Background: an optimization exercise with open tools, aiming at small area and a short achievable clock period. Do not read the settings as production practice.
Only simulation tests tie the RTL to the original design; equivalence was not proved.
No activity file was given, so power comes from the tool's default toggle rates.

== amber ==
// rv32i_core
module rv32i_core #(parameter XLEN=32, REG_COUNT=32)(
  input  wire        clk,
  input  wire        rst,
  input  wire [31:0] instr,
  input  wire [31:0] mem_rdata,
  output wire [31:0] pc,
  output wire [31:0] mem_addr,
  output wire [31:0] mem_wdata,
  output wire        mem_we
);
Settings: LEC_CHECK=0, ABC_AREA=1, CAP_MARGIN=20, CORE_MARGIN=2, CORE_UTILIZATION=45, SETUP_SLACK_MARGIN=5, SLEW_MARGIN=20, TNS_END_PERCENT=5; clock period 9.0 ns.
standard.sh (not shown) runs the stock make flow with config.mk's settings and CLKGATE_MAP_FILE= SYNTH_SCRIPT=/design/flow/synth_recipe.tcl, a recipe that flattens the netlist after the stock synthesis.
==> flow/flow/run.sh <==
#!/bin/bash
set -euo pipefail
MARGIN=6.5
sed "s/\"\${@:-finish}\"/SETUP_SLACK_MARGIN=$MARGIN 'BUFFER_PORTS_ARGS=-buffer_cell sky130_fd_sc_hd__buf_4' \"\${@:-finish}\"/" standard.sh > standard_tuned.sh
grep -q "SETUP_SLACK_MARGIN=$MARGIN" standard_tuned.sh
bash standard_tuned.sh > flow_make.log 2>&1
The inputs of yarrow differ from those of amber as listed below.
# amber
export LEC_CHECK = 0
export ABC_AREA = 1
export CAP_MARGIN = 20
export CORE_MARGIN = 2
export CORE_UTILIZATION = 45
export SETUP_SLACK_MARGIN = 5
export SLEW_MARGIN = 20
export TNS_END_PERCENT = 5
create_clock -name core_clock -period 9.0 [get_ports {clk}]
# yarrow
export LEC_CHECK = 0
export ABC_AREA = 1
export CAP_MARGIN = 20
export CORE_MARGIN = 2
export CORE_UTILIZATION = 45
export CTS_BUF_LIST = sky130_fd_sc_hd__clkbuf_4 sky130_fd_sc_hd__clkbuf_8
export SETUP_SLACK_MARGIN = 5
export SLEW_MARGIN = 20
export TNS_END_PERCENT = 5
create_clock -name core_clock -period 9.0 [get_ports {clk}]
- Route | yarrow vs amber | wire shorter in yarrow
- Compared with amber, in yarrow worst setup skew after layout higher; worst endpoint required time +0.02 ns; clock-buffer cell count rose by 134.
- Between amber and yarrow, the difference in global-route usage is negligible.
- Against amber, yarrow comes in 0.77 points lower on part of the cycle the worst path needs.
- In terms of complex-gate fraction of the synthesized area, yarrow and amber differ only marginally.
[inputs] lagoon vs yarrow
# yarrow
export LEC_CHECK = 0
export ABC_AREA = 1
export CAP_MARGIN = 20
export CORE_MARGIN = 2
export CORE_UTILIZATION = 45
export CTS_BUF_LIST = sky130_fd_sc_hd__clkbuf_4 sky130_fd_sc_hd__clkbuf_8
export SETUP_SLACK_MARGIN = 5
export SLEW_MARGIN = 20
export TNS_END_PERCENT = 5
create_clock -name core_clock -period 9.0 [get_ports {clk}]
# lagoon
export LEC_CHECK = 0
export CAP_MARGIN = 20
export CORE_MARGIN = 2
export CORE_UTILIZATION = 45
export CTS_BUF_LIST = sky130_fd_sc_hd__clkbuf_4 sky130_fd_sc_hd__clkbuf_8
export SETUP_SLACK_MARGIN = 5
export SLEW_MARGIN = 20
export TNS_END_PERCENT = 5
create_clock -name core_clock -period 9.0 [get_ports {clk}]
Results
lagoon: done, clean on timing, DRC and antenna. Sum of routed wire length over all layers: lagoon vs yarrow down 16%. Summary of lagoon over yarrow: sequential cell power stayed essentially flat, full die area fell by 9600 µm², synthesized area fell by about 7%, final instance area fell by 3200 µm², via count fell by 9097.
Inputs modified between lagoon and fjord:
# lagoon
export LEC_CHECK = 0
export CAP_MARGIN = 20
export CORE_MARGIN = 2
export CORE_UTILIZATION = 45
export CTS_BUF_LIST = sky130_fd_sc_hd__clkbuf_4 sky130_fd_sc_hd__clkbuf_8
export SETUP_SLACK_MARGIN = 5
export SLEW_MARGIN = 20
export TNS_END_PERCENT = 5
create_clock -name core_clock -period 9.0 [get_ports {clk}]
# fjord
export LEC_CHECK = 0
export CAP_MARGIN = 20
export CORE_MARGIN = 2
export CORE_UTILIZATION = 45
export SETUP_SLACK_MARGIN = 5
export SLEW_MARGIN = 20
export TNS_END_PERCENT = 5
create_clock -name core_clock -period 9.0 [get_ports {clk}]
## What came out
Number of fill cells down 43 in fjord wrt lagoon
The clock-buffer cell count of fjord is lower than that of lagoon.
Growth of design area from synthesis to finish delta (lagoon -> fjord): insignificant
Between fjord and lagoon, the difference in total global-route track usage is negligible.
Per the comparison of fjord with lagoon, global-route track usage on met2 held, maximum VDD drop went up about 23%.
Routed length on met3 was lower in lagoon than in fjord.
Input changes introduced in raven (baseline for comparison: fjord):
# fjord
export LEC_CHECK = 0
export CAP_MARGIN = 20
export CORE_MARGIN = 2
export CORE_UTILIZATION = 45
export SETUP_SLACK_MARGIN = 5
export SLEW_MARGIN = 20
export TNS_END_PERCENT = 5
create_clock -name core_clock -period 9.0 [get_ports {clk}]
# raven
export LEC_CHECK = 0
export CAP_MARGIN = 20
export CORE_MARGIN = 2
export CORE_UTILIZATION = 45
export SETUP_SLACK_MARGIN = 5
export SLEW_MARGIN = 20
create_clock -name core_clock -period 9.0 [get_ports {clk}]
==> flow/run.sh (new file) <==
#!/bin/bash
# synth_recipe.tcl (not shown) runs the flow's synth.tcl, then flattens the netlist and writes it again
# the make line also repeats each setting of config.mk as NAME=value (left out here)
make -C /OpenROAD-flow-scripts/flow DESIGN_CONFIG=/design/flow/config.mk WORK_HOME=/design/flow/orfs CLKGATE_MAP_FILE= SYNTH_SCRIPT=/design/flow/synth_recipe.tcl finish
removed: flow/flow/run.sh
removed: flow/standard.sh
Findings:
Changes observed in raven relative to fjord: global routing met3 resource utilization now sits lower, cell-internal power now sits lower, share of post-route cells with drive strength above 1 now sits lower, layout-stage area growth over the synthesis result now sits lower. Of raven and fjord, it is raven that has the lower total power of the final layout. Re global-route usage: raven is 1.3 points down on fjord.

re-timing with driven ports:
Ports are ideal in the flow. The routed layouts listed here were re-timed in OpenROAD. Step 1: set_driving_cell puts a clkbuf_16 on clk and a buf_2 on each other input, an assumption about the parent block. Step 2, shift: input delay + t, output delay - t, t = (earliest + latest rising clock arrival at the registers) / 2. This alone moves slack from input paths to output paths. a / b / c = no drivers / after step 1 / after step 2; a / b = the first two.
| run | t (ns) | setup slack, ns | worst slew at a driven data input, ns |
|---|---|---|---|
| amber | 0.885 | 5.497 / 5.471 / 4.586 | 0.19 |
| yarrow | 1.030 | 5.566 / 5.500 / 4.469 | 0.20 |
| lagoon | 1.060 | 5.231 / 5.231 / 4.361 | 0.11 |
| fjord | 0.873 | 5.083 / 5.083 / 4.412 | 0.11 |
| raven | 0.855 | 4.814 / 4.870 / 4.015 | 0.05 |
After both steps every run listed still meets setup and hold. For yarrow, which loses most, drivers alone change the setup slack by -0.066 ns; drivers and shift together by -1.097 ns.
